Source: an optimization exercise on an open RTL-to-GDS flow (aim: small area). Production flows keep margins and buffers that such runs may drop.
Where RTL was checked, it was by simulation tests only, not by an equivalence proof against the original.
For run 3, only the layout was checked, not whether the RTL still works.
Power is estimated from default activity; no workload was simulated. The flow treats the clock pin as an ideal source, which a real chip does not have.

`flow/run.sh`:
```
#!/bin/bash
# synth_recipe.tcl (not shown) runs the flow's synth.tcl, then flattens the netlist and writes it again
# the make line also repeats each setting of config.mk as NAME=value (left out here)
make -C /OpenROAD-flow-scripts/flow DESIGN_CONFIG=/design/flow/config.mk WORK_HOME=/design/flow/orfs CLKGATE_MAP_FILE= SYNTH_SCRIPT=/design/flow/synth_recipe.tcl finish
```
`flow/constraint.sdc`:
```
create_clock -name core_clock -period 9.0 [get_ports {clk}]
set_input_delay 1.8000 -clock core_clock [delete_from_list [all_inputs] [get_ports {clk}]]
set_output_delay 1.8000 -clock core_clock [all_outputs]
set_load 0.01 [all_outputs]
```
`flow/config.mk`:
```
export PLATFORM = sky130hd
export DESIGN_NAME = kcpsm6
export DESIGN_NICKNAME = kcpsm6
export VERILOG_FILES = /design/flow/design.v
export SDC_FILE = /design/flow/constraint.sdc
export NUM_CORES = 4
export LEC_CHECK = 0
export CAP_MARGIN = 20
export CORE_MARGIN = 2
export CORE_UTILIZATION = 70
export CTS_BUF_LIST = sky130_fd_sc_hd__clkbuf_16
export CTS_CLUSTER_DIAMETER = 80
export CTS_CLUSTER_SIZE = 30
export PLACE_DENSITY = 0.85
export SLEW_MARGIN = 20
export SYNTH_HIERARCHICAL = 1
export SYNTH_MINIMUM_KEEP_SIZE = 0
```
`flow/design.v`:
```
`timescale 1ns / 1ps
module aoi222 (input a0, input b0, input a1, input b1, input a2, input b2, output y);
  assign y = ~((a0 & b0) | (a1 & b1) | (a2 & b2));
endmodule
module rdmux #(parameter N = 32) (input [N-1:0] s, input [N-1:0] d, output y);
  localparam G = N / 3, R = N % 3, P = G + (R != 0);
  wire [P-1:0] p;
  genvar i;
  generate
    for (i = 0; i < G; i = i + 1) begin : g
      aoi222 u (s[3*i], d[3*i], s[3*i+1], d[3*i+1], s[3*i+2], d[3*i+2], p[i]);
    end
    if (R == 2) begin : r2
      aoi222 u (s[3*G], d[3*G], s[3*G+1], d[3*G+1], s[0], d[0], p[G]);
    end
    if (R == 1) begin : r1
      assign p[G] = ~(s[3*G] & d[3*G]);
    end
  endgenerate
  assign y = ~&p;
endmodule
module nor2g (input a, input b, output y);
  assign y = ~(a | b);
endmodule
module dec #(parameter AW = 5, parameter W = 1)
  (input [AW-1:0] a, input we, output [(1<<AW)-1:0] y, output [(W ? (1<<AW) : 1)-1:0] w);
  localparam LA = AW / 2, NA = 1 << LA, NB = 1 << (AW - LA);
  wire [NA-1:0] pa_n, paw_n;
  wire [NB-1:0] pb_n;
  genvar i;
  generate
    for (i = 0; i < NA; i = i + 1) begin : pa
      assign pa_n[i] = ~(a[LA-1:0] == i);
      assign paw_n[i] = ~(we & (a[LA-1:0] == i));
    end
    for (i = 0; i < NB; i = i + 1) begin : pb
      assign pb_n[i] = ~(a[AW-1:LA] == i);
    end
    if (!W) begin : nw
      assign w = 1'b0;
    end
    for (i = 0; i < (1<<AW); i = i + 1) begin : d
      nor2g ur (.a(pa_n[i%NA]), .b(pb_n[i/NA]), .y(y[i]));
      if (W) begin : wr
        nor2g uw (.a(paw_n[i%NA]), .b(pb_n[i/NA]), .y(w[i]));
      end
    end
  endgenerate
endmodule
`timescale 1ps/1ps
module kcpsm6 (address, instruction, bram_enable, in_port, out_port, port_id, write_strobe, k_write_strobe, read_strobe, interrupt, interrupt_ack, sleep, reset, clk) ;
parameter [7:0] 	hwbuild = 8'h00 ;
parameter [11:0] 	interrupt_vector = 12'h3FF ;
parameter integer scratch_pad_memory_size = 64 ;   
output [11:0]	address ;
input	 [17:0]    	instruction ;
output		bram_enable ;
input	 [7:0]	in_port ;
output [7:0]	out_port ;
output [7:0]	port_id ;
output		write_strobe ;
output		k_write_strobe ;
output		read_strobe ;
input			interrupt ;
output		interrupt_ack ;
input			sleep ;
input			reset ;
input			clk ;
function lut_bit(input [63:0] init, input [5:0] idx);
  lut_bit = init[idx];
endfunction
wire	[2:1]		t_state_value ;
wire	[2:1]		t_state ;
wire 			run_value ;
wire              run ;
wire  		internal_reset_value ;
wire 			internal_reset ;
wire 			sync_sleep ;
wire 			int_enable_type ;
wire 			interrupt_enable_value ;
wire			interrupt_enable ;
wire			sync_interrupt ;
wire 			active_interrupt_value ;
wire 			active_interrupt ;
wire	[2:0]		arith_logical_sel ;
wire			arith_carry_in ;
wire			arith_carry_value ;
wire			arith_carry ;
wire 	[7:0]		half_arith_logical ;
wire 	[7:0]		logical_carry_mask ;
wire 	[7:0]		carry_arith_logical ;
wire 	[7:0]		arith_logical_value ;
wire 	[7:0]		arith_logical_result ;
wire 	[7:0]		shift_rotate_value ;
wire 	[7:0]		shift_rotate_result ;
wire			shift_in_bit ;
wire 	[7:0]		alu_result ;
wire 	[1:0]		alu_mux_sel_value ;
wire 	[1:0]		alu_mux_sel ;
wire			strobe_type ;
wire 			write_strobe_value ;
wire 			k_write_strobe_value ;
wire			read_strobe_value ;
wire			flag_enable_type ;
wire			flag_enable_value ;
wire			flag_enable ; 
wire			lower_parity ;
wire			lower_parity_sel ;
wire			carry_lower_parity ;
wire 			upper_parity ;
wire			parity ;
wire			shift_carry_value ;
wire			shift_carry ;
wire			carry_flag_value ;
wire			carry_flag ;
wire 			use_zero_flag_value ;
wire			use_zero_flag ;
wire 			drive_carry_in_zero ;
wire          	carry_in_zero ;
wire             	lower_zero ;
wire         	lower_zero_sel ;
wire       		carry_lower_zero ;
wire           	middle_zero ;
wire        	middle_zero_sel ;
wire      		carry_middle_zero ;
wire         	upper_zero_sel ;
wire        	zero_flag_value ;
wire              zero_flag ;
wire       		spm_enable_value ;
wire             	spm_enable ;
wire 	[7:0]		spm_ram_data ;
wire 	[7:0]		spm_data  ;
wire           	regbank_type ;
wire             	bank_value ;
wire              bank ;
wire          	loadstar_type ;
wire         	sx_addr4_value ;
wire   		register_enable_type ;
wire  		register_enable_value ;
wire        	register_enable ;
wire 	[4:0]		sx_addr ;
wire 	[4:0]		sy_addr ;
wire 	[7:0]		sx ;
wire 	[7:0]		sy ;
wire 	[7:0]		sy_or_kk ;
wire       		pc_move_is_valid ;
wire              move_type ;
wire           	returni_type ;
wire 	[2:0]		pc_mode ;
wire 	[11:0]	register_vector ;
wire 	[11:0]	half_pc ;
wire 	[10:0]	carry_pc ;
wire 	[11:0]	pc_value ;
wire 	[11:0]	pc ;
wire 	[11:0]	pc_vector ;
wire             	push_stack ;
wire              pop_stack ;
wire 	[11:0]	stack_memory ;
wire 	[11:0]	return_vector ;
wire       		stack_carry_flag ;
wire      		shadow_carry_flag ;
wire        	stack_zero_flag ;
wire      		shadow_zero_value ;
wire       		shadow_zero_flag ;
wire             	stack_bank ;
wire            	shadow_bank ;
wire            	special_bit ;
wire 	[4:0]		half_pointer_value ;
wire 	[4:0]		feed_pointer_value ;
wire 	[4:0]		stack_pointer_carry ;
wire 	[4:0]		stack_pointer_value ;
wire 	[4:0]		stack_pointer ;
assign internal_reset_value = lut_bit(64'hFFFFF55500000EEE, {1'b1, reset, t_state[2], stack_pointer_carry[4], internal_reset, run});
assign run_value = lut_bit(64'hFFFFF55500000EEE, {1'b0, reset, t_state[2], stack_pointer_carry[4], internal_reset, run});
reg run_flop_q;
always @(posedge clk) run_flop_q <= run_value;
assign run = run_flop_q;
reg internal_reset_flop_q;
always @(posedge clk) internal_reset_flop_q <= internal_reset_value;
assign internal_reset = internal_reset_flop_q;
reg sync_sleep_flop_q;
always @(posedge clk) sync_sleep_flop_q <= sleep;
assign sync_sleep = sync_sleep_flop_q;
assign t_state_value[2] = lut_bit(64'h0083000B00C4004C, {1'b1, special_bit, internal_reset, sync_sleep, t_state[2], t_state[1]});
assign t_state_value[1] = lut_bit(64'h0083000B00C4004C, {1'b0, special_bit, internal_reset, sync_sleep, t_state[2], t_state[1]});
reg t_state1_flop_q;
always @(posedge clk) t_state1_flop_q <= t_state_value[1];
assign t_state[1] = t_state1_flop_q;
reg t_state2_flop_q;
always @(posedge clk) t_state2_flop_q <= t_state_value[2];
assign t_state[2] = t_state2_flop_q;
assign int_enable_type = lut_bit(64'h0010000000000800, {1'b1, instruction[17], instruction[16], instruction[15], instruction[14], instruction[13]});
assign loadstar_type = lut_bit(64'h0010000000000800, {1'b0, instruction[17], instruction[16], instruction[15], instruction[14], instruction[13]});
assign interrupt_enable_value = lut_bit(64'h000000000000CAAA, {internal_reset, active_interrupt, t_state[1], int_enable_type, instruction[0], interrupt_enable});                     
reg interrupt_enable_flop_q;
always @(posedge clk) interrupt_enable_flop_q <= interrupt_enable_value;
assign interrupt_enable = interrupt_enable_flop_q;
reg sync_interrupt_flop_q;
always @(posedge clk) sync_interrupt_flop_q <= interrupt;
assign sync_interrupt = sync_interrupt_flop_q;
assign sx_addr4_value = lut_bit(64'hCC33FF0080808080, {1'b1, loadstar_type, bank, sync_interrupt, t_state[2], interrupt_enable});
assign active_interrupt_value = lut_bit(64'hCC33FF0080808080, {1'b0, loadstar_type, bank, sync_interrupt, t_state[2], interrupt_enable});
reg active_interrupt_flop_q;
always @(posedge clk) active_interrupt_flop_q <= active_interrupt_value;
assign active_interrupt = active_interrupt_flop_q;
reg interrupt_ack_flop_q;
always @(posedge clk) interrupt_ack_flop_q <= active_interrupt;
assign interrupt_ack = interrupt_ack_flop_q;
assign pc_move_is_valid = lut_bit(64'h5A3CFFFF00000000, {instruction[17], instruction[16], instruction[15], instruction[14], zero_flag, carry_flag});
assign move_type = lut_bit(64'h7777027700000200, {1'b1, instruction[16], instruction[15], instruction[14], instruction[13], instruction[12]});
assign returni_type = lut_bit(64'h7777027700000200, {1'b0, instruction[16], instruction[15], instruction[14], instruction[13], instruction[12]});
assign pc_mode[1] = lut_bit(64'h0000F000000023FF, {1'b1, active_interrupt, pc_move_is_valid, move_type, returni_type, instruction[12]});
assign pc_mode[0] = lut_bit(64'h0000F000000023FF, {1'b0, active_interrupt, pc_move_is_valid, move_type, returni_type, instruction[12]});
assign pc_mode[2] = lut_bit(64'hFFFFFFFF00040000, {active_interrupt, instruction[17], instruction[16], instruction[15], instruction[14], instruction[12]});
assign push_stack = lut_bit(64'hFFFF100000002000, {1'b1, active_interrupt, pc_move_is_valid, move_type, instruction[13], instruction[12]});
assign pop_stack = lut_bit(64'hFFFF100000002000, {1'b0, active_interrupt, pc_move_is_valid, move_type, instruction[13], instruction[12]});
assign arith_logical_sel[0] = lut_bit(64'h03CA000004200000, {1'b1, 1'b1, instruction[16], instruction[15], instruction[14], instruction[13]});
assign alu_mux_sel_value[0] = lut_bit(64'h03CA000004200000, {1'b0, 1'b1, instruction[16], instruction[15], instruction[14], instruction[13]});
reg alu_mux_sel0_flop_q;
always @(posedge clk) alu_mux_sel0_flop_q <= alu_mux_sel_value[0];
assign alu_mux_sel[0] = alu_mux_sel0_flop_q;
assign arith_carry_in = lut_bit(64'h7708000000000F00, {1'b1, instruction[16], instruction[15], instruction[14], instruction[13], carry_flag});
assign alu_mux_sel_value[1] = lut_bit(64'h7708000000000F00, {1'b0, instruction[16], instruction[15], instruction[14], instruction[13], carry_flag});                     
reg alu_mux_sel1_flop_q;
always @(posedge clk) alu_mux_sel1_flop_q <= alu_mux_sel_value[1];
assign alu_mux_sel[1] = alu_mux_sel1_flop_q;
assign arith_logical_sel[2] = lut_bit(64'hD000000002000000, {1'b1, 1'b1, 1'b1, instruction[16], instruction[15], instruction[14]});
assign arith_logical_sel[1] = lut_bit(64'hD000000002000000, {1'b0, 1'b1, 1'b1, instruction[16], instruction[15], instruction[14]});
assign register_enable_type = lut_bit(64'h00013F3F0010F7CE, {1'b1, instruction[17], instruction[16], instruction[15], instruction[14], instruction[13]});
assign flag_enable_type = lut_bit(64'h00013F3F0010F7CE, {1'b0, instruction[17], instruction[16], instruction[15], instruction[14], instruction[13]});
assign register_enable_value = lut_bit(64'hC0CC0000A0AA0000, {1'b1, t_state[1], instruction[17], instruction[12], register_enable_type, flag_enable_type});
assign flag_enable_value = lut_bit(64'hC0CC0000A0AA0000, {1'b0, t_state[1], instruction[17], instruction[12], register_enable_type, flag_enable_type});
reg flag_enable_flop_q;
always @(posedge clk) flag_enable_flop_q <= (active_interrupt) ? 1'b0 : (flag_enable_value);
assign flag_enable = flag_enable_flop_q;
reg register_enable_flop_q;
always @(posedge clk) register_enable_flop_q <= (active_interrupt) ? 1'b0 : (register_enable_value);
assign register_enable = register_enable_flop_q;
assign spm_enable_value = lut_bit(64'h8000000020000000, {1'b1, t_state[1], strobe_type, instruction[17], instruction[14], instruction[13]});
assign k_write_strobe_value = lut_bit(64'h8000000020000000, {1'b0, t_state[1], strobe_type, instruction[17], instruction[14], instruction[13]});
reg k_write_strobe_flop_q;
always @(posedge clk) k_write_strobe_flop_q <= (active_interrupt) ? 1'b0 : (k_write_strobe_value);
assign k_write_strobe = k_write_strobe_flop_q;
reg spm_enable_flop_q;
always @(posedge clk) spm_enable_flop_q <= (active_interrupt) ? 1'b0 : (spm_enable_value);
assign spm_enable = spm_enable_flop_q;
assign write_strobe_value = lut_bit(64'h4000000001000000, {1'b1, t_state[1], strobe_type, instruction[17], instruction[14], instruction[13]});
assign read_strobe_value = lut_bit(64'h4000000001000000, {1'b0, t_state[1], strobe_type, instruction[17], instruction[14], instruction[13]});
reg write_strobe_flop_q;
always @(posedge clk) write_strobe_flop_q <= (active_interrupt) ? 1'b0 : (write_strobe_value);
assign write_strobe = write_strobe_flop_q;
reg read_strobe_flop_q;
always @(posedge clk) read_strobe_flop_q <= (active_interrupt) ? 1'b0 : (read_strobe_value);
assign read_strobe = read_strobe_flop_q;
assign regbank_type = lut_bit(64'h0080020000000000, {instruction[17], instruction[16], instruction[15], instruction[14], instruction[13], instruction[12]});
assign bank_value = lut_bit(64'hACACFF00FF00FF00, {t_state[1], regbank_type, bank, instruction[16], shadow_bank, instruction[0]});                     
reg bank_flop_q;
always @(posedge clk) bank_flop_q <= (internal_reset) ? 1'b0 : (bank_value);
assign bank = bank_flop_q;
reg sx_addr4_flop_q;
always @(posedge clk) sx_addr4_flop_q <= sx_addr4_value;
assign sx_addr[4] = sx_addr4_flop_q;
assign sx_addr[3:0] = instruction[11:8] ;
assign sy_addr = {bank, instruction[7:4]} ;
assign arith_carry_value = (carry_arith_logical[7]) ^ (1'b0);
reg arith_carry_flop_q;
always @(posedge clk) arith_carry_flop_q <= arith_carry_value;
assign arith_carry = arith_carry_flop_q;
assign lower_parity_sel = lut_bit(64'h0000000087780000, {1'b1, 1'b1, arith_logical_result[1], arith_logical_result[0], carry_flag, instruction[13]});
assign lower_parity = lut_bit(64'h0000000087780000, {1'b0, 1'b1, arith_logical_result[1], arith_logical_result[0], carry_flag, instruction[13]});  
assign carry_lower_parity = (lower_parity_sel) ? (1'b0) : (lower_parity);
assign upper_parity = lut_bit(64'h6996966996696996, {arith_logical_result[7], arith_logical_result[6], arith_logical_result[5], arith_logical_result[4], arith_logical_result[3], arith_logical_result[2]});                     
assign parity = (carry_lower_parity) ^ (upper_parity);
assign shift_carry_value = lut_bit(64'hFFFFAACCF0F0F0F0, {instruction[16], instruction[7], instruction[3], shadow_carry_flag, sx[7], sx[0]});                     
reg shift_carry_flop_q;
always @(posedge clk) shift_carry_flop_q <= shift_carry_value;
assign shift_carry = shift_carry_flop_q;
assign carry_flag_value = lut_bit(64'h3333AACCF0AA0000, {instruction[16], instruction[15], instruction[14], parity, arith_carry, shift_carry});
assign drive_carry_in_zero = lut_bit(64'h3333AACCF0AA0000, {1'b0, instruction[15], instruction[14], parity, arith_carry, shift_carry});  
reg carry_flag_flop_q;
always @(posedge clk) carry_flag_flop_q <= (internal_reset) ? 1'b0 : (flag_enable) ? (carry_flag_value) : carry_flag_flop_q;
assign carry_flag = carry_flag_flop_q;
assign carry_in_zero = (carry_flag_value) ? (1'b0) : (drive_carry_in_zero);
assign use_zero_flag_value = lut_bit(64'hA280000000F000F0, {1'b1, 1'b1, instruction[16], instruction[15], instruction[14], instruction[13]});
assign strobe_type = lut_bit(64'hA280000000F000F0, {1'b0, 1'b1, instruction[16], instruction[15], instruction[14], instruction[13]});                     
reg use_zero_flag_flop_q;
always @(posedge clk) use_zero_flag_flop_q <= use_zero_flag_value;
assign use_zero_flag = use_zero_flag_flop_q;
assign lower_zero_sel = lut_bit(64'h0000000000000001, {1'b1, alu_result[4], alu_result[3], alu_result[2], alu_result[1], alu_result[0]});
assign lower_zero = lut_bit(64'h0000000000000001, {1'b0, alu_result[4], alu_result[3], alu_result[2], alu_result[1], alu_result[0]});                     
assign carry_lower_zero = (lower_zero_sel) ? (carry_in_zero) : (lower_zero);
assign middle_zero_sel = lut_bit(64'h0000000D00000000, {1'b1, alu_result[7], alu_result[6], alu_result[5], zero_flag, use_zero_flag});
assign middle_zero = lut_bit(64'h0000000D00000000, {1'b0, alu_result[7], alu_result[6], alu_result[5], zero_flag, use_zero_flag});                     
assign carry_middle_zero = (middle_zero_sel) ? (carry_lower_zero) : (middle_zero);
assign upper_zero_sel = lut_bit(64'hFBFF000000000000, {1'b1, 1'b1, 1'b1, instruction[16], instruction[15], instruction[14]});                     
assign zero_flag_value = (upper_zero_sel) ? (carry_middle_zero) : (shadow_zero_flag);
reg zero_flag_flop_q;
always @(posedge clk) zero_flag_flop_q <= (internal_reset) ? 1'b0 : (flag_enable) ? (zero_flag_value) : zero_flag_flop_q;
assign zero_flag = zero_flag_flop_q;
assign register_vector = {sx[3:0], sy} ;
genvar i ;
genvar j ;
generate
for (i = 0 ; i <= 11 ; i = i+1)
begin : address_loop
parameter [7:0] id4 = 8'h30 + i/4 ;
parameter [7:0] id8 = 8'h30 + i/8 ;
parameter [7:0] ip4d8 = 8'h30 + (i+4)/8 ;	  
reg return_vector_flop_q;
always @(posedge clk) return_vector_flop_q <= stack_memory[i];
assign return_vector[i] = return_vector_flop_q;
if (i % 2 == 0) begin: output_data
assign pc_vector[i+1] = lut_bit(64'hFF00F0F0CCCCAAAA, {1'b1, instruction[12], return_vector[i+1], instruction[i+1], return_vector[i], instruction[i]});
assign pc_vector[i] = lut_bit(64'hFF00F0F0CCCCAAAA, {1'b0, instruction[12], return_vector[i+1], instruction[i+1], return_vector[i], instruction[i]});
end 
reg pc_flop_q;
always @(posedge clk) pc_flop_q <= (internal_reset) ? 1'b0 : (t_state[1]) ? (pc_value[i]) : pc_flop_q;
assign pc[i] = pc_flop_q;
if (i == 0) begin: lsb_pc
if (interrupt_vector[i] == 1'b0) begin: low_int_vector
assign half_pc[i] = lut_bit(64'h00AA000033CC0F00, {pc_mode[2], pc_mode[1], pc_mode[0], pc[i], pc_vector[i], register_vector[i]});
end 
if (interrupt_vector[i] == 1'b1) begin: high_int_vector
assign half_pc[i] = lut_bit(64'h00AA00FF33CC0F00, {pc_mode[2], pc_mode[1], pc_mode[0], pc[i], pc_vector[i], register_vector[i]});
end 
assign pc_value[i] = (1'b0) ^ (half_pc[i]);
assign carry_pc[i] = (half_pc[i]) ? (1'b0) : (pc_mode[0]);
end 
if (i > 0) begin : upper_pc
if (interrupt_vector[i] == 1'b0) begin: low_int_vector
assign half_pc[i] = lut_bit(64'h00AA0000CCCCF000, {pc_mode[2], pc_mode[1], pc_mode[0], pc[i], pc_vector[i], register_vector[i]});
end 
if (interrupt_vector[i] == 1'b1) begin: high_int_vector
assign half_pc[i] = lut_bit(64'h00AA00FFCCCCF000, {pc_mode[2], pc_mode[1], pc_mode[0], pc[i], pc_vector[i], register_vector[i]});
end 
assign pc_value[i] = (carry_pc[i-1]) ^ (half_pc[i]);
if (i < 11) begin: mid_pc
assign carry_pc[i] = (half_pc[i]) ? (carry_pc[i-1]) : (1'b0);
end 
end 
end 
endgenerate
reg shadow_carry_flag_flop_q;
always @(posedge clk) shadow_carry_flag_flop_q <= stack_carry_flag;
assign shadow_carry_flag = shadow_carry_flag_flop_q;
reg stack_zero_flop_q;
always @(posedge clk) stack_zero_flop_q <= stack_zero_flag;
assign shadow_zero_value = stack_zero_flop_q;
reg shadow_zero_flag_flop_q;
always @(posedge clk) shadow_zero_flag_flop_q <= shadow_zero_value;
assign shadow_zero_flag = shadow_zero_flag_flop_q;
reg shadow_bank_flop_q;
always @(posedge clk) shadow_bank_flop_q <= stack_bank;
assign shadow_bank = shadow_bank_flop_q;
assign special_bit = 1'b1 ;
wire [31:0] sp_sel ;
wire [14:0] stack_wd = {zero_flag, carry_flag, bank, pc} ;
wire [14:0] stack_rd ;
wire [31:0] sp_wr ;
dec #(.AW(5), .W(1)) sp_dec (.a(stack_pointer[4:0]), .we(t_state[1]), .y(sp_sel), .w(sp_wr)) ;
reg [14:0] stack_mem [0:31] ;
generate
for (i = 0 ; i < 32 ; i = i+1) begin : stack_word
  always @(posedge clk) if (sp_wr[i]) stack_mem[i] <= stack_wd ;
end
for (j = 0 ; j < 15 ; j = j+1) begin : stack_bit_rd
  wire [31:0] col ;
  for (i = 0 ; i < 32 ; i = i+1) begin : c
    assign col[i] = stack_mem[i][j] ;
  end
  rdmux #(.N(32)) u (.s(sp_sel), .d(col), .y(stack_rd[j])) ;
end
endgenerate
assign {stack_zero_flag, stack_carry_flag, stack_bank, stack_memory} = stack_rd ;
generate
for (i = 0 ; i <= 4 ; i = i+1)
begin : stack_loop
parameter [7:0]	id4 = 8'h30 + i/4 ;
if (i == 0) begin: lsb_stack
reg pointer_flop_q;
always @(posedge clk) pointer_flop_q <= (internal_reset) ? 1'b0 : (stack_pointer_value[i]);
assign stack_pointer[i] = pointer_flop_q;
assign half_pointer_value[i] = lut_bit(64'h001529AAAAAAAAAA, {1'b1, t_state[2], t_state[1], push_stack, pop_stack, stack_pointer[i]});
assign feed_pointer_value[i] = lut_bit(64'h001529AAAAAAAAAA, {1'b0, t_state[2], t_state[1], push_stack, pop_stack, stack_pointer[i]});
assign stack_pointer_value[i] = (1'b0) ^ (half_pointer_value[i]);
assign stack_pointer_carry[i] = (half_pointer_value[i]) ? (1'b0) : (feed_pointer_value[i]);
end 
if (i > 0) begin: upper_stack
reg pointer_flop_q;
always @(posedge clk) pointer_flop_q <= (internal_reset) ? 1'b0 : (stack_pointer_value[i]);
assign stack_pointer[i] = pointer_flop_q;
assign half_pointer_value[i] = lut_bit(64'h002A252AAAAAAAAA, {1'b1, t_state[2], t_state[1], push_stack, pop_stack, stack_pointer[i]});
assign feed_pointer_value[i] = lut_bit(64'h002A252AAAAAAAAA, {1'b0, t_state[2], t_state[1], push_stack, pop_stack, stack_pointer[i]});
assign stack_pointer_value[i] = (stack_pointer_carry[i-1]) ^ (half_pointer_value[i]);
assign stack_pointer_carry[i] = (half_pointer_value[i]) ? (stack_pointer_carry[i-1]) : (feed_pointer_value[i]);
end 
end 
endgenerate
generate
for (i = 0 ; i <= 7 ; i = i+1)
begin : data_path_loop
parameter [7:0]	id1 = 8'h30 + i ;
parameter [7:0]	id2 = 8'h30 + i/2 ;
parameter [7:0]	id4 = 8'h30 + i/4 ;
if (i % 2 == 0) begin: output_data
assign sy_or_kk[i+1] = lut_bit(64'hFF00F0F0CCCCAAAA, {1'b1, instruction[12], instruction[i+1], sy[i+1], instruction[i], sy[i]});
assign sy_or_kk[i] = lut_bit(64'hFF00F0F0CCCCAAAA, {1'b0, instruction[12], instruction[i+1], sy[i+1], instruction[i], sy[i]});
end 
if (i % 2 == 0) begin: second_operand
assign out_port[i+1] = lut_bit(64'hFF00F0F0CCCCAAAA, {1'b1, instruction[13], instruction[i+5], sx[i+1], instruction[i+4], sx[i]});
assign out_port[i] = lut_bit(64'hFF00F0F0CCCCAAAA, {1'b0, instruction[13], instruction[i+5], sx[i+1], instruction[i+4], sx[i]});
end 
assign half_arith_logical[i] = lut_bit(64'h69696E8ACCCC0000, {1'b1, arith_logical_sel[2], arith_logical_sel[1], arith_logical_sel[0], sx[i], sy_or_kk[i]});
assign logical_carry_mask[i] = lut_bit(64'h69696E8ACCCC0000, {1'b0, arith_logical_sel[2], arith_logical_sel[1], arith_logical_sel[0], sx[i], sy_or_kk[i]});
if (i == 0) begin: lsb_arith_logical
assign carry_arith_logical[i] = (half_arith_logical[i]) ? (arith_carry_in) : (logical_carry_mask[i]);
assign arith_logical_value[i] = (arith_carry_in) ^ (half_arith_logical[i]);
end 
if (i > 0) begin: upper_arith_logical
assign carry_arith_logical[i] = (half_arith_logical[i]) ? (carry_arith_logical[i-1]) : (logical_carry_mask[i]);
assign arith_logical_value[i] = (carry_arith_logical[i-1]) ^ (half_arith_logical[i]);
end 
if (i == 0) begin: lsb_shift_rotate
assign shift_in_bit = lut_bit(64'hBFBC8F8CB3B08380, {sx[7], sx[0], carry_flag, instruction[2], instruction[1], instruction[0]});
assign shift_rotate_value[i+1] = lut_bit(64'hFF00F0F0CCCCAAAA, {1'b1, instruction[3], sx[i+2], sx[i], sx[i+1], shift_in_bit});
assign shift_rotate_value[i] = lut_bit(64'hFF00F0F0CCCCAAAA, {1'b0, instruction[3], sx[i+2], sx[i], sx[i+1], shift_in_bit});
end 
if (i == 2 || i == 4) begin: mid_shift_rotate
assign shift_rotate_value[i+1] = lut_bit(64'hFF00F0F0CCCCAAAA, {1'b1, instruction[3], sx[i+2], sx[i], sx[i+1], sx[i-1]});
assign shift_rotate_value[i] = lut_bit(64'hFF00F0F0CCCCAAAA, {1'b0, instruction[3], sx[i+2], sx[i], sx[i+1], sx[i-1]});
end 
if (i == 6) begin: msb_shift_rotate
assign shift_rotate_value[i+1] = lut_bit(64'hFF00F0F0CCCCAAAA, {1'b1, instruction[3], shift_in_bit, sx[i], sx[i+1], sx[i-1]});
assign shift_rotate_value[i] = lut_bit(64'hFF00F0F0CCCCAAAA, {1'b0, instruction[3], shift_in_bit, sx[i], sx[i+1], sx[i-1]});
end 
end 
endgenerate
reg [7:0] result_q ;
always @(posedge clk)
  result_q <= alu_mux_sel_value[1] ? spm_ram_data :
              alu_mux_sel_value[0] ? (instruction[7] ? hwbuild : shift_rotate_value) :
              arith_logical_value ;
assign alu_result = (alu_mux_sel[1] & ~alu_mux_sel[0]) ? in_port : result_q ;
assign arith_logical_result = result_q ;
wire [63:0] spm_sel ;
wire [63:0] spm_wr ;
dec #(.AW(6), .W(1)) spm_dec (.a(sy_or_kk[5:0]), .we(spm_enable), .y(spm_sel), .w(spm_wr)) ;
reg [7:0] spm_mem [0:63] ;
generate
for (i = 0 ; i < 64 ; i = i+1) begin : spm_word
  always @(posedge clk) if (spm_wr[i]) spm_mem[i] <= sx ;
end
for (j = 0 ; j < 8 ; j = j+1) begin : spm_bit_rd
  wire [63:0] col ;
  for (i = 0 ; i < 64 ; i = i+1) begin : c
    assign col[i] = spm_mem[i][j] ;
  end
  rdmux #(.N(64)) u (.s(spm_sel), .d(col), .y(spm_ram_data[j])) ;
end
endgenerate
wire [31:0] sx_sel ;
wire [31:0] sy_sel ;
wire [31:0] sx_wr ;
dec #(.AW(5), .W(1)) sx_dec (.a(sx_addr), .we(register_enable), .y(sx_sel), .w(sx_wr)) ;
wire sy_unused ;
dec #(.AW(5), .W(0)) sy_dec (.a(sy_addr), .we(1'b0), .y(sy_sel), .w(sy_unused)) ;
reg [7:0] reg_mem [0:31] ;
generate
for (i = 0 ; i < 32 ; i = i+1) begin : reg_word
  always @(posedge clk) if (sx_wr[i]) reg_mem[i] <= alu_result ;
end
for (j = 0 ; j < 8 ; j = j+1) begin : reg_bit_rd
  wire [31:0] col ;
  for (i = 0 ; i < 32 ; i = i+1) begin : c
    assign col[i] = reg_mem[i][j] ;
  end
  rdmux #(.N(32)) ux (.s(sx_sel), .d(col), .y(sx[j])) ;
  rdmux #(.N(32)) uy (.s(sy_sel), .d(col), .y(sy[j])) ;
end
endgenerate
assign address = pc;
assign bram_enable = t_state[2];
assign port_id = sy_or_kk;
endmodule
```
==> results of run 1 <==
-- cell type report --
class                           count  area, um2
Sequential cell                  1313      38800
Fill cell                        3923      17400
Multi-Input combinational cell   1512      11100
Clock buffer                       54       1350
Tap cell                          950       1190
Timing Repair Buffer              123       1080
Clock inverter                     40        285
Inverter                           28        105
Antenna cell                        3       7.51
-- power by group --
group / switching (mW) / total, mW / internal (mW)
Clock: 1.76 / 2.94 / 1.18
Sequential: 0.0301 / 6.87 / 6.84
Combinational: 0.660 / 0.885 / 0.225
-- per-layer routing --
metal	up-vias	GRT usage, %	wire [um]
met2	3257	58.9	64000
met4	10	13.9	7260
met5	-	0	53
met1	15900	52.0	46900
li1	13100	-	-
met3	492	6.96	20300
-- sequential cells by signal, summed over array words and instances, names as in the netlist, 4 cells and up --
signal / flops
spm_mem: 512
stack_mem: 480
reg_mem: 256
address_loop.pc_flop_q: 12
address_loop.return_vector_flop_q: 12
result_q: 8
stack_loop.upper_stack.pointer_flop_q: 4
-- worst max-delay path by stage --
stage | endpoint | cells past startpoint
floorplan | out_port[0] | 8
global placement | out_port[3] | 9
detailed placement | result_q[4] | 16
CTS | out_port[3] | 9
global route | port_id[1] | 9
finish | port_id[1] | 9
-- stage by stage --
stage          hold slack, ns  instances
6_report                0.380       4023
4_1_cts                 0.386       4019
3_3_place_gp            0.355       3925
2_1_floorplan           0.310       2922
5_1_grt                 0.378       4020
3_5_place_dp            0.372       3925
==> run summary, run 1 <==
outcome - no timing/DRC/antenna violations
Core Area - 71,200 um2
CTS Buffer Depth - 3
final setup violation count - 0
Synth Instances - 2,922
crit-path most repeated cell - clkdlybuf4s50_1
post-synthesis cell area - 50,300 um2
pre-CTS setup slack - 1.10 ns
Total Wirelength - 139 mm
TritonCTS clock tree - built
most common cell after layout, fill and taps aside - edfxtp_1
WS Path Type - in2out
CTS root buf - clkbuf_16
critical-path maximum fanout - 18
RSZ-0062 raised after global routing - false
final hold violation count - 0
Slew Limit Fails - 0
die height - 272 um
reg-to-reg startpoint - bank_flop_q
CP delay by family, top - buffers and inverters
TritonCTS Buffers - 52
Setup crit end kind - output pin
Power, Total - 10.7 mW
skew final - 0.0261 ns
ANT nets after route - 0
Hold EP - shadow_zero_flag_flop_q
Arr. time, crit path - 6.15 ns
maximum vdd drop - 0.199 mV
CTS H-tree lvls - 2
DRT Pass-1 Iters - 13
CP Launch Point - instruction[5]
Die X-Extent - 272 um
post-CTS sizing - 0
CP bufs+invs - 3
worst hold path class - reg2reg
fin crit period - 7.95 ns
Max Freq - 126 MHz
nets - 3,089
# rows - 98
total number of vias - 32.7k
Post-route DRC - 0
r2r setup slk - 2.64 ns
pwr dens - 198 nW/um2
drt wl/cell - 34.5 um
reg-to-reg critical path endpoint - result_q[1]
hold_sp - stack_zero_flop_q
final HPWL from detailed placement - 90.0 mm
setup_tns - 0 ns
setup bufs post-CTS - 0
crit path max-delay cell type - clkdlybuf4s50_1
P&R area growth vs syn - 7.18%
drt via density - 8.13
commonest cells after routing, fill and taps aside - edfxtp_1, a222oi_1, nor2_1, nand4_1, dfxtp_1
Port Buf Inserts - 62
total track usage - 37.0%
IO Count - 63
die area - 74,000 um2
syn avg cell area - 17.2 um2
gr ovfl total - 0
crit start category - input pin
syn_nets - 2,981
clock-pin slew on the worst setup and hold paths - 0.10 ns
setup ws final - 1.05 ns
Iter 0 DRT Violations - 9,016
Post-CTS Hold Buffers - 0
first-pass GRT wire length - 201 mm
slowest stage delay, CP - 0.69 ns
layout cells sized above 1 - 6.71%
critical path required time - 7.20 ns
YS warnings - 10
final core utilization - 75.6%
Max-slew headroom - 21.6%
max cap viols - 0
Final GP Congestion - 1.00
clock sink count - 1,313
worst-path cell chain - clkdlybuf4s50_1 -> nand2b_1 -> nor2_1 -> a222oi_1 -> nand4_1 -> or3_1 -> mux2i_1 -> inv_1 -> clkdlybuf4s50_1
largest net degree at the start of global routing - 71
WHS Path Cells - 0
placed inst area - 52,200 um2
worst-skew pair later-pin latency - 0.66 ns
Final Cycle Share - 88.3%
cell leakage power - 16.1 nW
reg2reg path depth - 16
Post-Layout Inst Area - 53,900 um2
vias in the first global route - 30.6k
initial antenna violation count - 7
Initial Util - 70.6%
Least-Margin Pin Slew - 1.17 ns
==> run 2: changes to the inputs <==
--- a/flow/design.v
+++ b/flow/design.v
@@ -358,17 +358,17 @@
 wire [14:0] stack_rd ;
 wire [31:0] sp_wr ;
 dec #(.AW(5), .W(1)) sp_dec (.a(stack_pointer[4:0]), .we(t_state[1]), .y(sp_sel), .w(sp_wr)) ;
-reg [14:0] stack_mem [0:31] ;
+reg [14:0] stack_mem [0:30] ;
 generate
-for (i = 0 ; i < 32 ; i = i+1) begin : stack_word
+for (i = 0 ; i < 31 ; i = i+1) begin : stack_word
   always @(posedge clk) if (sp_wr[i]) stack_mem[i] <= stack_wd ;
 end
 for (j = 0 ; j < 15 ; j = j+1) begin : stack_bit_rd
-  wire [31:0] col ;
-  for (i = 0 ; i < 32 ; i = i+1) begin : c
+  wire [30:0] col ;
+  for (i = 0 ; i < 31 ; i = i+1) begin : c
     assign col[i] = stack_mem[i][j] ;
   end
-  rdmux #(.N(32)) u (.s(sp_sel), .d(col), .y(stack_rd[j])) ;
+  rdmux #(.N(31)) u (.s(sp_sel[30:0]), .d(col), .y(stack_rd[j])) ;
 end
 endgenerate
 assign {stack_zero_flag, stack_carry_flag, stack_bank, stack_memory} = stack_rd ;
==> run summary, run 2 <==
outcome - no timing/DRC/antenna violations
worst-skew pair later-pin latency - 0.67 ns (about the same)
crit start category - input pin
vias in the first global route - 30.3k (-1.0%)
total number of vias - 32.7k (-0.23%)
Port Buf Inserts - 62 (unchanged)
Least-Margin Pin Slew - 1.16 ns (-0.0134 ns)
cell leakage power - 16.2 nW (+0.95%)
setup bufs post-CTS - 0 (unchanged)
Max-slew headroom - 22.5% (+0.90 points)
most flop-heavy register - spm_mem
Fillers - 3,836 (-2.2%)
final HPWL from detailed placement - 91.8 mm (+2.0%)
Die X-Extent - 271 um (-0.31%)
TritonCTS clock tree - built
reg2reg path depth - 15 (-1)
max cap viols - 0 (unchanged)
WHS Path Cells - 0 (unchanged)
maximum vdd drop - 0.206 mV (+3.7%)
setup_tns - 0 ns (unchanged)
commonest cells after routing, fill and taps aside - edfxtp_1, a222oi_1, nor2_1, nand4_1, nand2_1
final hold violation count - 0 (unchanged)
nets - 3,075 (-0.45%)
pre-CTS setup slack - 1.28 ns (+0.181 ns)
Total Wirelength - 140 mm (+1.0%)
critical path required time - 7.20 ns (about the same)
crit-path most repeated cell - clkdlybuf4s50_1
worst-path cell chain - clkdlybuf4s50_1 -> nand2_1 -> nor2_1 -> a222oi_1 -> nand4_1 -> or3_2 -> inv_1 -> o21ai_0 -> clkdlybuf4s50_1
Post-route DRC - 0 (unchanged)
IO Count - 63 (unchanged)
setup ws final - 1.12 ns (+0.0667 ns)
syn_nets - 2,967 (-0.47%)
Final GP Congestion - 0.994 (-0.68%)
Core Area - 70,400 um2 (-1.2%)
clock sink count - 1,298 (-1.1%)
Initial Util - 71.0% (+0.40 points)
post-CTS sizing - 0 (unchanged)
slowest stage delay, CP - 0.71 ns (+0.02 ns)
die area - 73,500 um2 (-0.62%)
skew final - 0.0227 ns (-0.00340 ns)
Iter 0 DRT Violations - 8,741 (-3.1%)
RSZ-0062 raised after global routing - false
YS warnings - 10 (unchanged)
DRT Pass-1 Iters - 14 (+1)
die height - 271 um (-0.31%)
gr ovfl total - 0 (unchanged)
max FFs per register - 512 (unchanged)
total track usage - 37.6% (+0.62 points)
# rows - 97 (-1.0%)
fin crit period - 7.88 ns (-0.0667 ns)
CTS H-tree lvls - 2 (unchanged)
Max Freq - 127 MHz (+0.85%)
Setup crit end kind - output pin
drt wl/cell - 35.0 um (+1.6%)
CTS Buffer Depth - 3 (unchanged)
crit path max-delay cell type - clkdlybuf4s50_1
Arr. time, crit path - 6.08 ns (-0.07 ns)
CTS root buf - clkbuf_16
WS Path Type - in2out
post-route insts no fill - 4,002 (-0.52%)
first-pass GRT wire length - 203 mm (+1.1%)
layout cells sized above 1 - 7.03% (+0.32 points)
Final Cycle Share - 87.5% (-0.74 points)
ANT nets after route - 0 (unchanged)
syn avg cell area - 17.2 um2 (-0.16%)
pwr dens - 198 nW/um2 (-0.48%)
Power, Total - 10.6 mW (-1.2%)
most common cell after layout, fill and taps aside - edfxtp_1
initial antenna violation count - 2 (-5)
Placed Cells - 3,902 (-0.59%)
TritonCTS Buffers - 51 (-1.9%)
drt via density - 8.16 (+0.29%)
Top Registers - spm_mem: 512 flops, stack_mem: 465 flops, reg_mem: 256 flops
post-synthesis cell area - 50,000 um2 (-0.63%)
critical-path maximum fanout - 10 (-8)
Post-CTS Hold Buffers - 0 (unchanged)
clock-pin slew on the worst setup and hold paths - 0.11 ns (about the same)
P&R area growth vs syn - 7.10% (about the same)
Slew Limit Fails - 0 (unchanged)
Synth Instances - 2,908 (-0.48%)
Sequential Area - 38,300 um2 (-1.2%)
final setup violation count - 0 (unchanged)
worst hold path class - reg2reg
area of the multi-input gates - 11,100 um2 (+0.41%)
largest net degree at the start of global routing - 71 (unchanged)
[run 2: metrics by stage]
step	area [um2]	hold slack, ns	util, %
floorplan	50000	0.310	-
global placement	51800	0.323	73.7
detailed placement	51800	0.314	73.7
CTS	53400	0.353	75.9
global route	53500	0.361	76.0
finish	53500	0.357	76.0
[run 2: power breakdown]
group / leakage (nW) / internal (mW) / switching, mW / total [mW]
combinational: 4.07 / 0.228 / 0.674 / 0.903
sequential: 11.3 / 6.76 / 0.0285 / 6.79
clock: 0.887 / 1.13 / 1.74 / 2.87
total: 16.2 / 8.13 / 2.44 / 10.6
[run 2: worst paths after layout]
path | slack [ns] | endpoint | startpoint
worst max-delay path | 1.12 | out_port[7] | instruction[8]
worst min-delay path | 0.36 | shadow_zero_flag_flop_q | stack_zero_flop_q
worst max register to register | 3.13 | result_q[2] | bank_flop_q
worst min register to register | 0.36 | shadow_zero_flag_flop_q | stack_zero_flop_q
[run 2: worst max-delay path, delay by kind of cell]
family	cells	cell delay (ns)
simple gates	4	1.88
compound gates	2	0.88
buf+inv	3	1.50
[run 2: layout make-up]
type | count | area share (%)
Inverter | 33 | 0.232
Antenna cell | 3 | 0.0140
Timing Repair Buffer | 132 | 2.14
Sequential cell | 1298 | 71.6
Clock buffer | 53 | 2.48
Multi-Input combinational cell | 1500 | 20.8
Tap cell | 940 | 2.20
Clock inverter | 43 | 0.498
[run 2: routing by layer]
metal,part of all wire [%],track usage (%)
met3,15,7.99
met2,46,57.8
met1,35,55.0
met5,0.021,0
met4,4.5,12.3
==> run 3: changes to the inputs <==
--- a/flow/design.v
+++ b/flow/design.v
@@ -23,7 +23,8 @@
   assign y = ~(a | b);
 endmodule
 module dec #(parameter AW = 5, parameter W = 1)
-  (input [AW-1:0] a, input we, output [(1<<AW)-1:0] y, output [(W ? (1<<AW) : 1)-1:0] w);
+  (input [AW-1:0] a, input we, output [(1<<AW)-1:0] y, output [(W ? (1<<AW) : 1)-1:0] w,
+   output [(1<<AW)-1:0] y2, output [(W ? (1<<AW) : 1)-1:0] w2);
   localparam LA = AW / 2, NA = 1 << LA, NB = 1 << (AW - LA);
   wire [NA-1:0] pa_n, paw_n;
   wire [NB-1:0] pb_n;
@@ -38,11 +39,14 @@
     end
     if (!W) begin : nw
       assign w = 1'b0;
+      assign w2 = 1'b0;
     end
     for (i = 0; i < (1<<AW); i = i + 1) begin : d
       nor2g ur (.a(pa_n[i%NA]), .b(pb_n[i/NA]), .y(y[i]));
+      nor2g ur2 (.a(pa_n[i%NA]), .b(pb_n[i/NA]), .y(y2[i]));
       if (W) begin : wr
         nor2g uw (.a(paw_n[i%NA]), .b(pb_n[i/NA]), .y(w[i]));
+        nor2g uw2 (.a(paw_n[i%NA]), .b(pb_n[i/NA]), .y(w2[i]));
       end
     end
   endgenerate
@@ -357,18 +361,21 @@
 wire [14:0] stack_wd = {zero_flag, carry_flag, bank, pc} ;
 wire [14:0] stack_rd ;
 wire [31:0] sp_wr ;
-dec #(.AW(5), .W(1)) sp_dec (.a(stack_pointer[4:0]), .we(t_state[1]), .y(sp_sel), .w(sp_wr)) ;
+wire [31:0] sp_sel2 ;
+wire [31:0] sp_wr2 ;
+dec #(.AW(5), .W(1)) sp_dec (.a(stack_pointer[4:0]), .we(t_state[1]), .y(sp_sel), .w(sp_wr), .y2(sp_sel2), .w2(sp_wr2)) ;
 reg [14:0] stack_mem [0:30] ;
 generate
 for (i = 0 ; i < 31 ; i = i+1) begin : stack_word
-  always @(posedge clk) if (sp_wr[i]) stack_mem[i] <= stack_wd ;
+  always @(posedge clk) if (sp_wr[i]) stack_mem[i][7:0] <= stack_wd[7:0] ;
+  always @(posedge clk) if (sp_wr2[i]) stack_mem[i][14:8] <= stack_wd[14:8] ;
 end
 for (j = 0 ; j < 15 ; j = j+1) begin : stack_bit_rd
   wire [30:0] col ;
   for (i = 0 ; i < 31 ; i = i+1) begin : c
     assign col[i] = stack_mem[i][j] ;
   end
-  rdmux #(.N(31)) u (.s(sp_sel[30:0]), .d(col), .y(stack_rd[j])) ;
+  rdmux #(.N(31)) u (.s(j < 8 ? sp_sel[30:0] : sp_sel2[30:0]), .d(col), .y(stack_rd[j])) ;
 end
 endgenerate
 assign {stack_zero_flag, stack_carry_flag, stack_bank, stack_memory} = stack_rd ;
@@ -444,7 +451,7 @@
 assign arith_logical_result = result_q ;
 wire [63:0] spm_sel ;
 wire [63:0] spm_wr ;
-dec #(.AW(6), .W(1)) spm_dec (.a(sy_or_kk[5:0]), .we(spm_enable), .y(spm_sel), .w(spm_wr)) ;
+dec #(.AW(6), .W(1)) spm_dec (.a(sy_or_kk[5:0]), .we(spm_enable), .y(spm_sel), .w(spm_wr), .y2(), .w2()) ;
 reg [7:0] spm_mem [0:63] ;
 generate
 for (i = 0 ; i < 64 ; i = i+1) begin : spm_word
@@ -461,9 +468,9 @@
 wire [31:0] sx_sel ;
 wire [31:0] sy_sel ;
 wire [31:0] sx_wr ;
-dec #(.AW(5), .W(1)) sx_dec (.a(sx_addr), .we(register_enable), .y(sx_sel), .w(sx_wr)) ;
+dec #(.AW(5), .W(1)) sx_dec (.a(sx_addr), .we(register_enable), .y(sx_sel), .w(sx_wr), .y2(), .w2()) ;
 wire sy_unused ;
-dec #(.AW(5), .W(0)) sy_dec (.a(sy_addr), .we(1'b0), .y(sy_sel), .w(sy_unused)) ;
+dec #(.AW(5), .W(0)) sy_dec (.a(sy_addr), .we(1'b0), .y(sy_sel), .w(sy_unused), .y2(), .w2()) ;
 reg [7:0] reg_mem [0:31] ;
 generate
 for (i = 0 ; i < 32 ; i = i+1) begin : reg_word
==> run summary, run 3 <==
outcome - no timing/DRC/antenna violations
post-CTS sizing - 0 (unchanged)
Fillers - 4,072 (+6.2%)
die height - 271 um (+0.10%)
commonest cells after routing, fill and taps aside - edfxtp_1, a222oi_1, nor2_1, nand4_1, nand2_1
crit start category - input pin
crit path max-delay cell type - clkdlybuf4s50_1
Initial Util - 70.4% (-0.58 points)
Hold EP - shadow_zero_flag_flop_q
Least-Margin Pin Slew - 1.22 ns (+0.0633 ns)
largest net degree at the start of global routing - 71 (unchanged)
final core utilization - 75.0% (-1.0 points)
Core Area - 71,100 um2 (+1.0%)
reg-to-reg startpoint - bank_flop_q
RSZ-0062 raised after global routing - false
layout cells sized above 1 - 5.06% (-2.0 points)
TritonCTS clock tree - built
Total Wirelength - 134 mm (-4.6%)
ANT nets after route - 0 (unchanged)
Final GP Congestion - 1.06 (+6.3%)
critical-path maximum fanout - 10 (unchanged)
reg-to-reg critical path endpoint - result_q[7]
P&R area growth vs syn - 6.54%
CTS Buffer Depth - 3 (unchanged)
worst hold path class - reg2reg
gr ovfl total - 0 (unchanged)
GR Util met2 - 55.2% (-2.6 points)
Top Registers - spm_mem: 512 flops, stack_mem: 465 flops, reg_mem: 256 flops
nets - 3,111 (+1.2%)
met1 Use GR - 49.8% (-5.2 points)
Placed Cells - 3,948 (+1.2%)
skew final - 0.0358 ns (+0.0131 ns)
max cap viols - 0 (unchanged)
Port Buf Inserts - 62 (unchanged)
vias in the first global route - 30.2k (-0.26%)
Iter 0 DRT Violations - 8,680 (-0.70%)
total track usage - 35.5% (-2.1 points)
reg2reg path depth - 18 (+3)
Die X-Extent - 271 um (+0.10%)
final setup violation count - 0 (unchanged)
worst hold margin - 0.363 ns (+0.00670 ns)
Power, Total - 10.5 mW (-0.56%)
syn avg cell area - 16.9 um2 (-1.8%)
drt via density - 8.05 (-1.3%)
Post-route DRC - 0 (unchanged)
hold_sp - stack_zero_flop_q
crit-path most repeated cell - clkdlybuf4s50_1
TritonCTS Buffers - 52 (+2.0%)
gr busiest metal - met2
pwr dens - 197 nW/um2 (-0.24%)
drt wl/cell - 33.1 um (-5.5%)
IO Count - 63 (unchanged)
CTS H-tree lvls - 2 (unchanged)
final hold violation count - 0 (unchanged)
most flop-heavy register - spm_mem
r2r setup slk - 2.83 ns (-0.30 ns)
Setup crit end kind - output pin
# rows - 98 (+1.0%)
Slew Limit Fails - 0 (unchanged)
first-pass GRT wire length - 194 mm (-4.5%)
clock sink count - 1,298 (unchanged)
YS warnings - 10 (unchanged)
CTS root buf - clkbuf_16
worst-skew pair later-pin latency - 0.66 ns (about the same)
Synth Instances - 2,968 (+2.1%)
slowest stage delay, CP - 0.77 ns (+0.06 ns)
setup bufs post-CTS - 0 (unchanged)
met3 Use GR - 8.09% (+0.11 points)
setup_tns - 0 ns (unchanged)
DRT Pass-1 Iters - 17 (+3)
post-route insts no fill - 4,037 (+0.87%)
Post-CTS Hold Buffers - 0 (unchanged)
max FFs per register - 512 (unchanged)
clock-pin slew on the worst setup and hold paths - 0.10 ns (about the same)
initial antenna violation count - 5 (+3)
critical path required time - 7.20 ns (about the same)
total number of vias - 32.5k (-0.48%)
syn_nets - 3,027 (+2.0%)
fin crit period - 7.83 ns (-0.0448 ns)
Final Cycle Share - 87.0% (-0.50 points)
post-synthesis cell area - 50,100 um2 (+0.21%)
Max Freq - 128 MHz (+0.57%)
final HPWL from detailed placement - 86.2 mm (-6.1%)
WS Path Type - in2out
cell leakage power - 15.9 nW (-1.9%)
Max-slew headroom - 18.3% (-4.2 points)
maximum vdd drop - 0.205 mV (-0.66%)
WHS Path Cells - 0 (unchanged)
Arr. time, crit path - 6.03 ns (-0.05 ns)
worst-path cell chain - clkdlybuf4s50_1 -> nand2b_1 -> nor2_1 -> a222oi_1 -> nand4_1 -> or3_2 -> inv_1 -> o21ai_0 -> clkdlybuf4s50_1
die area - 73,700 um2 (+0.20%)
most common cell after layout, fill and taps aside - edfxtp_1
==> run 3: final cells by class <==
| cell class | instances | area [um2] | share of cell area [%] |
|---|---|---|---|
| Timing Repair Buffer | 98 | 893 | 1.68 |
| Sequential cell | 1298 | 38300 | 71.9 |
| Multi-Input combinational cell | 1573 | 11200 | 21.1 |
| Inverter | 29 | 109 | 0.204 |
| Clock buffer | 53 | 1330 | 2.49 |
| Tap cell | 950 | 1190 | 2.23 |
| Clock inverter | 35 | 244 | 0.457 |
| Antenna cell | 1 | 2.50 | 0.00469 |
==> run 3: how the worst max path moves through the flow <==
stage | start | end | cells past startpoint
5_1_grt | instruction[7] | port_id[0] | 9
3_3_place_gp | instruction[7] | result_q[7] | 18
4_1_cts | instruction[11] | out_port[7] | 10
3_5_place_dp | instruction[7] | result_q[7] | 17
2_1_floorplan | instruction[10] | out_port[0] | 8
6_report | instruction[9] | out_port[0] | 9
==> run 3: metrics by stage <==
stage | instance area (um2) | setup WS (ns)
6_report | 53300 | 1.17
5_1_grt | 53300 | 1.22
4_1_cts | 53300 | 1.48
3_5_place_dp | 51800 | 1.23
3_3_place_gp | 51700 | 1.34
2_1_floorplan | 50100 | 2.56
==> run 3: worst max-delay path: cells and delay by family <==
kind | cells | cell delay, ns
buf+inv | 3 | 1.57
simple gates | 4 | 1.80
compound gates | 2 | 0.87
==> run 3: report_power, final <==
group | switching, mW | total, mW | internal [mW]
clock network | 1.74 | 2.87 | 1.14
logic | 0.635 | 0.855 | 0.221
registers | 0.0217 | 6.78 | 6.76
total | 2.39 | 10.5 | 8.12
==> run 3: per-layer routing <==
layer | vias to the layer above | routed length (um)
met5 | - | 36
met2 | 3113 | 61200
met1 | 15800 | 46700
met4 | 6 | 6680
li1 | 13100 | -
met3 | 487 | 19000
==> run 4: changes to the inputs <==
--- a/flow/design.v
+++ b/flow/design.v
@@ -310,9 +310,7 @@
 parameter [7:0] id4 = 8'h30 + i/4 ;
 parameter [7:0] id8 = 8'h30 + i/8 ;
 parameter [7:0] ip4d8 = 8'h30 + (i+4)/8 ;	  
-reg return_vector_flop_q;
-always @(posedge clk) return_vector_flop_q <= stack_memory[i];
-assign return_vector[i] = return_vector_flop_q;
+assign return_vector[i] = stack_memory[i];
 if (i % 2 == 0) begin: output_data
 assign pc_vector[i+1] = lut_bit(64'hFF00F0F0CCCCAAAA, {1'b1, instruction[12], return_vector[i+1], instruction[i+1], return_vector[i], instruction[i]});
 assign pc_vector[i] = lut_bit(64'hFF00F0F0CCCCAAAA, {1'b0, instruction[12], return_vector[i+1], instruction[i+1], return_vector[i], instruction[i]});
@@ -344,18 +342,12 @@
 end 
 end 
 endgenerate
-reg shadow_carry_flag_flop_q;
-always @(posedge clk) shadow_carry_flag_flop_q <= stack_carry_flag;
-assign shadow_carry_flag = shadow_carry_flag_flop_q;
+assign shadow_carry_flag = stack_carry_flag;
 reg stack_zero_flop_q;
 always @(posedge clk) stack_zero_flop_q <= stack_zero_flag;
 assign shadow_zero_value = stack_zero_flop_q;
-reg shadow_zero_flag_flop_q;
-always @(posedge clk) shadow_zero_flag_flop_q <= shadow_zero_value;
-assign shadow_zero_flag = shadow_zero_flag_flop_q;
-reg shadow_bank_flop_q;
-always @(posedge clk) shadow_bank_flop_q <= stack_bank;
-assign shadow_bank = shadow_bank_flop_q;
+assign shadow_zero_flag = shadow_zero_value;
+assign shadow_bank = stack_bank;
 assign special_bit = 1'b1 ;
 wire [31:0] sp_sel ;
 wire [14:0] stack_wd = {zero_flag, carry_flag, bank, pc} ;
@@ -375,7 +367,7 @@
   for (i = 0 ; i < 31 ; i = i+1) begin : c
     assign col[i] = stack_mem[i][j] ;
   end
-  rdmux #(.N(31)) u (.s(j < 8 ? sp_sel[30:0] : sp_sel2[30:0]), .d(col), .y(stack_rd[j])) ;
+  rdmux #(.N(31)) u (.s(j < 8 ? sp_sel[31:1] : sp_sel2[31:1]), .d(col), .y(stack_rd[j])) ;
 end
 endgenerate
 assign {stack_zero_flag, stack_carry_flag, stack_bank, stack_memory} = stack_rd ;
==> run summary, run 4 <==
YS warnings - 10 (unchanged)
placed inst area - 51,500 um2 (-0.58%)
fin crit period - 7.99 ns (+0.159 ns)
Power, Total - 10.3 mW (-1.6%)
Hold EP - internal_reset_flop_q
Iter 0 DRT Violations - 8,179 (-5.8%)
Setup crit end kind - output pin
RSZ-0062 raised after global routing - false
CTS Buffer Depth - 3 (unchanged)
maximum vdd drop - 0.194 mV (-5.3%)
pwr dens - 195 nW/um2 (-1.0%)
worst hold path class - reg2reg
TritonCTS clock tree - built
first-pass GRT wire length - 198 mm (+1.8%)
vias in the first global route - 30.0k (-0.69%)
setup_tns - 0 ns (unchanged)
Top Registers - spm_mem: 512 flops, stack_mem: 465 flops, reg_mem: 256 flops
pre-CTS setup slack - 1.06 ns (-0.174 ns)
final hold violation count - 0 (unchanged)
worst hold margin - 0.411 ns (+0.0478 ns)
DRT Pass-1 Iters - 13 (-4)
nets - 3,095 (-0.51%)
Port Buf Inserts - 62 (unchanged)
Max Freq - 125 MHz (-2.0%)
IO Count - 63 (unchanged)
skew final - 0.0350 ns (-0.000776 ns)
critical-path maximum fanout - 10 (unchanged)
Arr. time, crit path - 6.19 ns (+0.16 ns)
crit-path most repeated cell - clkdlybuf4s50_1
Post-Layout Inst Area - 53,000 um2 (-0.63%)
clock-pin slew on the worst setup and hold paths - 0.10 ns (about the same)
P&R area growth vs syn - 6.67%
WHS Path Cells - 1 (+1)
worst-skew pair later-pin latency - 0.66 ns (about the same)
gr ovfl total - 0 (unchanged)
final core utilization - 75.5% (+0.56 points)
Placed Cells - 3,922 (-0.66%)
most flop-heavy register - spm_mem
largest net degree at the start of global routing - 72 (+1.4%)
Fillers - 4,046 (-0.64%)
hold_sp - run_flop_q
# rows - 97 (-1.0%)
post-synthesis cell area - 49,700 um2 (-0.75%)
layout cells sized above 1 - 5.56% (+0.51 points)
drt via density - 8.02 (-0.34%)
TritonCTS Buffers - 51 (-1.9%)
critical path required time - 7.20 ns (about the same)
worst-path cell chain - clkdlybuf4s50_1 -> nand3_1 -> nor2_1 -> a222oi_1 -> nand4_1 -> or3_2 -> inv_1 -> o21ai_0 -> clkdlybuf4s50_1
clock sink count - 1,283 (-1.2%)
r2r setup slk - 2.16 ns (-0.67 ns)
CTS root buf - clkbuf_16
max FFs per register - 512 (unchanged)
Least-Margin Pin Slew - 1.27 ns (+0.0524 ns)
Post-route DRC - 0 (unchanged)
setup bufs post-CTS - 0 (unchanged)
drt wl/cell - 33.8 um (+2.1%)
total track usage - 36.6% (+1.1 points)
post-route insts no fill - 4,017 (-0.50%)
reg2reg path depth - 21 (+3)
slowest stage delay, CP - 0.97 ns (+0.20 ns)
max cap viols - 0 (unchanged)
commonest cells after routing, fill and taps aside - edfxtp_1, a222oi_1, nor2_1, nand4_1, nand2_1
cell leakage power - 16.7 nW (+4.8%)
setup ws final - 1.01 ns (-0.159 ns)
Total Wirelength - 136 mm (+1.6%)
total number of vias - 32.2k (-0.83%)
final HPWL from detailed placement - 89.6 mm (+4.0%)
crit path max-delay cell type - clkdlybuf4s50_1
WS Path Type - in2out
final setup violation count - 0 (unchanged)
Core Area - 70,100 um2 (-1.4%)
outcome - no timing/DRC/antenna violations
Initial Util - 70.8% (+0.44 points)
Die X-Extent - 270 um (-0.37%)
Slew Limit Fails - 0 (unchanged)
most common cell after layout, fill and taps aside - edfxtp_1
Final GP Congestion - 1.03 (-2.5%)
die height - 270 um (-0.37%)
initial antenna violation count - 5 (unchanged)
syn avg cell area - 16.9 um2 (+0.16%)
reg-to-reg critical path endpoint - address_loop[11].pc_flop_q
crit start category - input pin
Post-CTS Hold Buffers - 0 (unchanged)
Synth Instances - 2,941 (-0.91%)
Final Cycle Share - 88.8% (+1.8 points)
ANT nets after route - 0 (unchanged)
die area - 73,100 um2 (-0.74%)
syn_nets - 3,000 (-0.89%)
post-CTS sizing - 0 (unchanged)
reg-to-reg startpoint - stack_loop[0].lsb_stack.pointer_flop_q
CTS H-tree lvls - 2 (unchanged)
Max-slew headroom - 15.1% (-3.3 points)
[run 4: how the worst max path moves through the flow]
stage	slack [ns]	to	startpoint
2_1_floorplan	2.56	out_port[0]	instruction[10]
3_3_place_gp	1.10	result_q[5]	instruction[5]
3_5_place_dp	1.06	result_q[6]	instruction[5]
4_1_cts	1.30	out_port[7]	instruction[10]
5_1_grt	1.12	out_port[7]	instruction[10]
6_report	1.01	out_port[7]	instruction[10]
[run 4: critical path: cells and delay by family]
kind | cells | cell delay, ns
and+or+nand+nor | 4 | 1.83
buffers and inverters | 3 | 1.73
AOI/OAI and AO/OA | 2 | 0.83
[run 4: area by class of cell]
class	instances	area [um2]	share of cell area [%]
repair buffers	108	970	1.83
clock inverters	39	235	0.444
multi-input cells	1563	11200	21.1
inverters	29	109	0.205
diodes	4	10.0	0.0189
clock buffers	51	1280	2.41
well taps	940	1180	2.22
flip-flops and latches	1283	38000	71.8
[run 4: report_power, final]
part           total, mW  internal [mW]  switching, mW
Combinational      0.847          0.217          0.630
Sequential          6.71           6.68         0.0222
Clock               2.79           1.07           1.72
[run 4: layer usage]
metal / vias up / GRT usage, % / part of all wire (%)
li1: 13000 / - / -
met1: 15900 / 51.6 / 35
met2: 2911 / 57.9 / 47
met3: 389 / 6.69 / 13
met4: 2 / 14.2 / 4.7
met5: - / 0 / 0.013
==> run 5: changes to the inputs <==
==> flow/flow/run.sh (new file) <==
#!/bin/bash
set -euo pipefail
bash standard.sh \
  "CTS_ARGS=-sink_clustering_enable -repair_clock_nets -sink_clustering_size 30 -sink_clustering_max_diameter 80 -buf_list sky130_fd_sc_hd__clkbuf_16 -dont_use_dummy_load" \
  finish > flow_make.log 2>&1
==> flow/standard.sh (new file) <==
#!/bin/bash
# synth_recipe.tcl (not shown) runs the flow's synth.tcl, then flattens the netlist and writes it again
# the make line also repeats each setting of config.mk as NAME=value (left out here)
make -C /OpenROAD-flow-scripts/flow DESIGN_CONFIG=/design/flow/config.mk WORK_HOME=/design/flow/orfs CLKGATE_MAP_FILE= SYNTH_SCRIPT=/design/flow/synth_recipe.tcl "${@:-finish}"
removed: flow/run.sh
==> run summary, run 5 <==
area of the multi-input gates - 11,200 um2 (about the same)
final hold violation count - 0 (unchanged)
clock network power share - 25.8% (-1.1 points)
YS warnings - 10 (unchanged)
initial antenna violation count - 4 (-1)
WS Path Type - in2out
TritonCTS clock tree - built
post-synthesis cell area - 49,700 um2 (unchanged)
maximum vdd drop - 0.177 mV (-8.5%)
worst-path cell chain - clkdlybuf4s50_1 -> nand3_1 -> nor2_1 -> a222oi_1 -> nand4_1 -> or3_2 -> inv_1 -> o21ai_0 -> clkdlybuf4s50_1
Setup crit end kind - output pin
vias in the first global route - 30.1k (+0.51%)
Least-Margin Pin Slew - 1.21 ns (-0.0686 ns)
first-pass GRT wire length - 197 mm (-0.29%)
post-CTS sizing - 0 (unchanged)
max cap viols - 0 (unchanged)
IO Count - 63 (unchanged)
worst hold path class - reg2reg
total track usage - 36.5% (-0.11 points)
Sequential Area - 38,000 um2 (unchanged)
final setup violation count - 0 (unchanged)
Power, Total - 10.2 mW (-1.5%)
crit path max-delay cell type - clkdlybuf4s50_1
setup_tns - 0 ns (unchanged)
DRT Pass-1 Iters - 11 (-2)
fin crit period - 7.96 ns (-0.0336 ns)
outcome - no timing/DRC/antenna violations
Die X-Extent - 270 um (unchanged)
layout cells sized above 1 - 5.24% (-0.32 points)
Iter 0 DRT Violations - 7,933 (-3.0%)
Fillers - 4,080 (+0.84%)
ANT nets after route - 0 (unchanged)
commonest cells after routing, fill and taps aside - edfxtp_1, a222oi_1, nor2_1, nand4_1, nand2_1
clock sink count - 1,283 (unchanged)
max FFs per register - 512 (unchanged)
switching power - 2.27 mW (-4.2%)
crit-path most repeated cell - clkdlybuf4s50_1
Core Area - 70,100 um2 (unchanged)
Top Registers - spm_mem: 512 flops, stack_mem: 465 flops, reg_mem: 256 flops
Slew Limit Fails - 0 (unchanged)
CTS H-tree lvls - 2 (unchanged)
most flop-heavy register - spm_mem
combinational power share - 8.3% (about the same)
P&R area growth vs syn - 6.18%
TritonCTS Buffers - 51 (unchanged)
Arr. time, crit path - 6.16 ns (-0.03 ns)
RSZ-0062 raised after global routing - false
critical-path maximum fanout - 10 (unchanged)
drt wl/cell - 34.1 um (+0.88%)
cell leakage power - 16.5 nW (-1.2%)
syn avg cell area - 16.9 um2 (unchanged)
skew final - 0.0631 ns (+0.0281 ns)
Pint - 7.92 mW (-0.62%)
syn_nets - 3,000 (unchanged)
final HPWL from detailed placement - 89.6 mm (unchanged)
crit start category - input pin
most common cell after layout, fill and taps aside - edfxtp_1
setup bufs post-CTS - 0 (unchanged)
CP bufs+invs - 3 (unchanged)
CP delay by family, top - simple AND/OR/NAND/NOR gates
r2r setup slk - 2.19 ns (+0.03 ns)
Max-slew headroom - 19.0% (+4.0 points)
die height - 270 um (unchanged)
slowest stage delay, CP - 0.97 ns (about the same)
nets - 3,095 (unchanged)
total number of vias - 32.3k (+0.16%)
Initial Util - 70.8% (unchanged)
Port Buf Inserts - 62 (unchanged)
CTS Buffer Depth - 3 (unchanged)
Max Freq - 126 MHz (+0.42%)
Total Wirelength - 135 mm (-0.15%)
worst-skew pair later-pin latency - 0.66 ns (about the same)
pwr dens - 193 nW/um2 (-0.99%)
Post-CTS Hold Buffers - 0 (unchanged)
Synth Instances - 2,941 (unchanged)
die area - 73,100 um2 (unchanged)
Final Cycle Share - 88.4% (-0.37 points)
Sw Ratio - 22.3% (-0.65 points)
drt via density - 8.12 (+1.2%)
largest net degree at the start of global routing - 72 (unchanged)
sequential share of power - 65.8% (+0.9 points)
CTS root buf - clkbuf_16
clock-pin slew on the worst setup and hold paths - 0.10 ns (about the same)
Final GP Congestion - 1.03 (unchanged)
critical path required time - 7.20 ns (about the same)
# rows - 97 (unchanged)
Post-route DRC - 0 (unchanged)
gr ovfl total - 0 (unchanged)
## run 5: worst reg2reg max path, stage by stage (launching register included)
cell and delay (ns):
dfxtp_1 0.62, nand2b_1 0.98, nor2_1 0.41, a222oi_1 0.62
nand2_1 0.18, a2111o_1 0.52, mux2_2 0.31, o22ai_1 0.21
a22oi_1 0.11, ha_1 0.24, ha_1 0.20, ha_1 0.19
ha_1 0.20, ha_1 0.20, ha_1 0.21, ha_1 0.24
ha_1 0.22, ha_1 0.20, ha_1 0.20, or3_1 0.32
mux2_2 0.27, o221ai_1 0.07
## run 5: worst paths after layout
path / start / endpoint / cells past startpoint
max: instruction[10] / out_port[7] / 9
min: run_flop_q / internal_reset_flop_q / 1
max reg2reg: stack_loop[0].lsb_stack.pointer_flop_q / address_loop[11].pc_flop_q / 21
min reg2reg: run_flop_q / internal_reset_flop_q / 1
## run 5: cell type report
| class | instances | area share, % |
|---|---|---|
| Antenna cell | 2 | 0.00949 |
| Clock buffer | 51 | 2.42 |
| Inverter | 29 | 0.206 |
| Multi-Input combinational cell | 1563 | 21.2 |
| Sequential cell | 1283 | 72.1 |
| Tap cell | 940 | 2.23 |
| Timing Repair Buffer | 108 | 1.84 |
## run 5: metal layers
metal | vias up | track usage (%) | share of wire (%)
met5 | - | 0 | 0.012
met4 | 2 | 14.3 | 4.8
met3 | 451 | 7.09 | 13
met2 | 2890 | 57.9 | 47
met1 | 15900 | 50.9 | 35
li1 | 13000 | - | -
## run 5: power groups by stage
stage / registers (mW) / logic, mW / clock network [mW]
after floorplan: 6.83 / 0.459 / 0
final: 6.71 / 0.849 / 2.63
after global routing: 6.71 / 0.884 / 2.83
after detailed placement: 6.84 / 0.820 / 0
after CTS: 6.71 / 0.824 / 2.64
after global placement: 6.84 / 0.799 / 0
## run 5: stage by stage
step	utilization [%]	setup slack [ns]	hold slack [ns]	instances	instance area, um2
final	75.2	1.04	0.415	3976	52800
after global routing	75.2	1.07	0.426	3974	52700
after CTS	75.2	1.32	0.411	3973	52700
after detailed placement	73.4	1.06	0.387	3922	51500
after global placement	73.4	1.10	0.373	3922	51500
after floorplan	-	2.56	0.368	2941	49700

port drivers added, routing unchanged:
The flow's constraints put no driver on any port. The routed layouts listed below were extracted and timed again, unchanged, in two steps. Step 1 sets driving cells, clkbuf_16 on the clock port and buf_2 on the other inputs (assumed; they add their load-dependent delay and slew). Step 2 also shifts input and output timing later by t, the mid clock arrival at the registers, as if the neighbouring blocks saw the same clock. Three values: ideal, step 1, step 2; two values: the first two.
run | t, ns | slack for setup (ns)
run 1 | 0.719 | 1.055 / 1.021 / 0.441
run 2 | 0.726 | 1.121 / 1.098 / 0.960
run 3 | 0.704 | 1.166 / 1.141 / 0.734
run 4 | 0.716 | 1.008 / 0.986 / 0.694
run 5 | 0.696 | 1.041 / 1.020 / 0.728
After both steps every run listed still meets setup and hold.
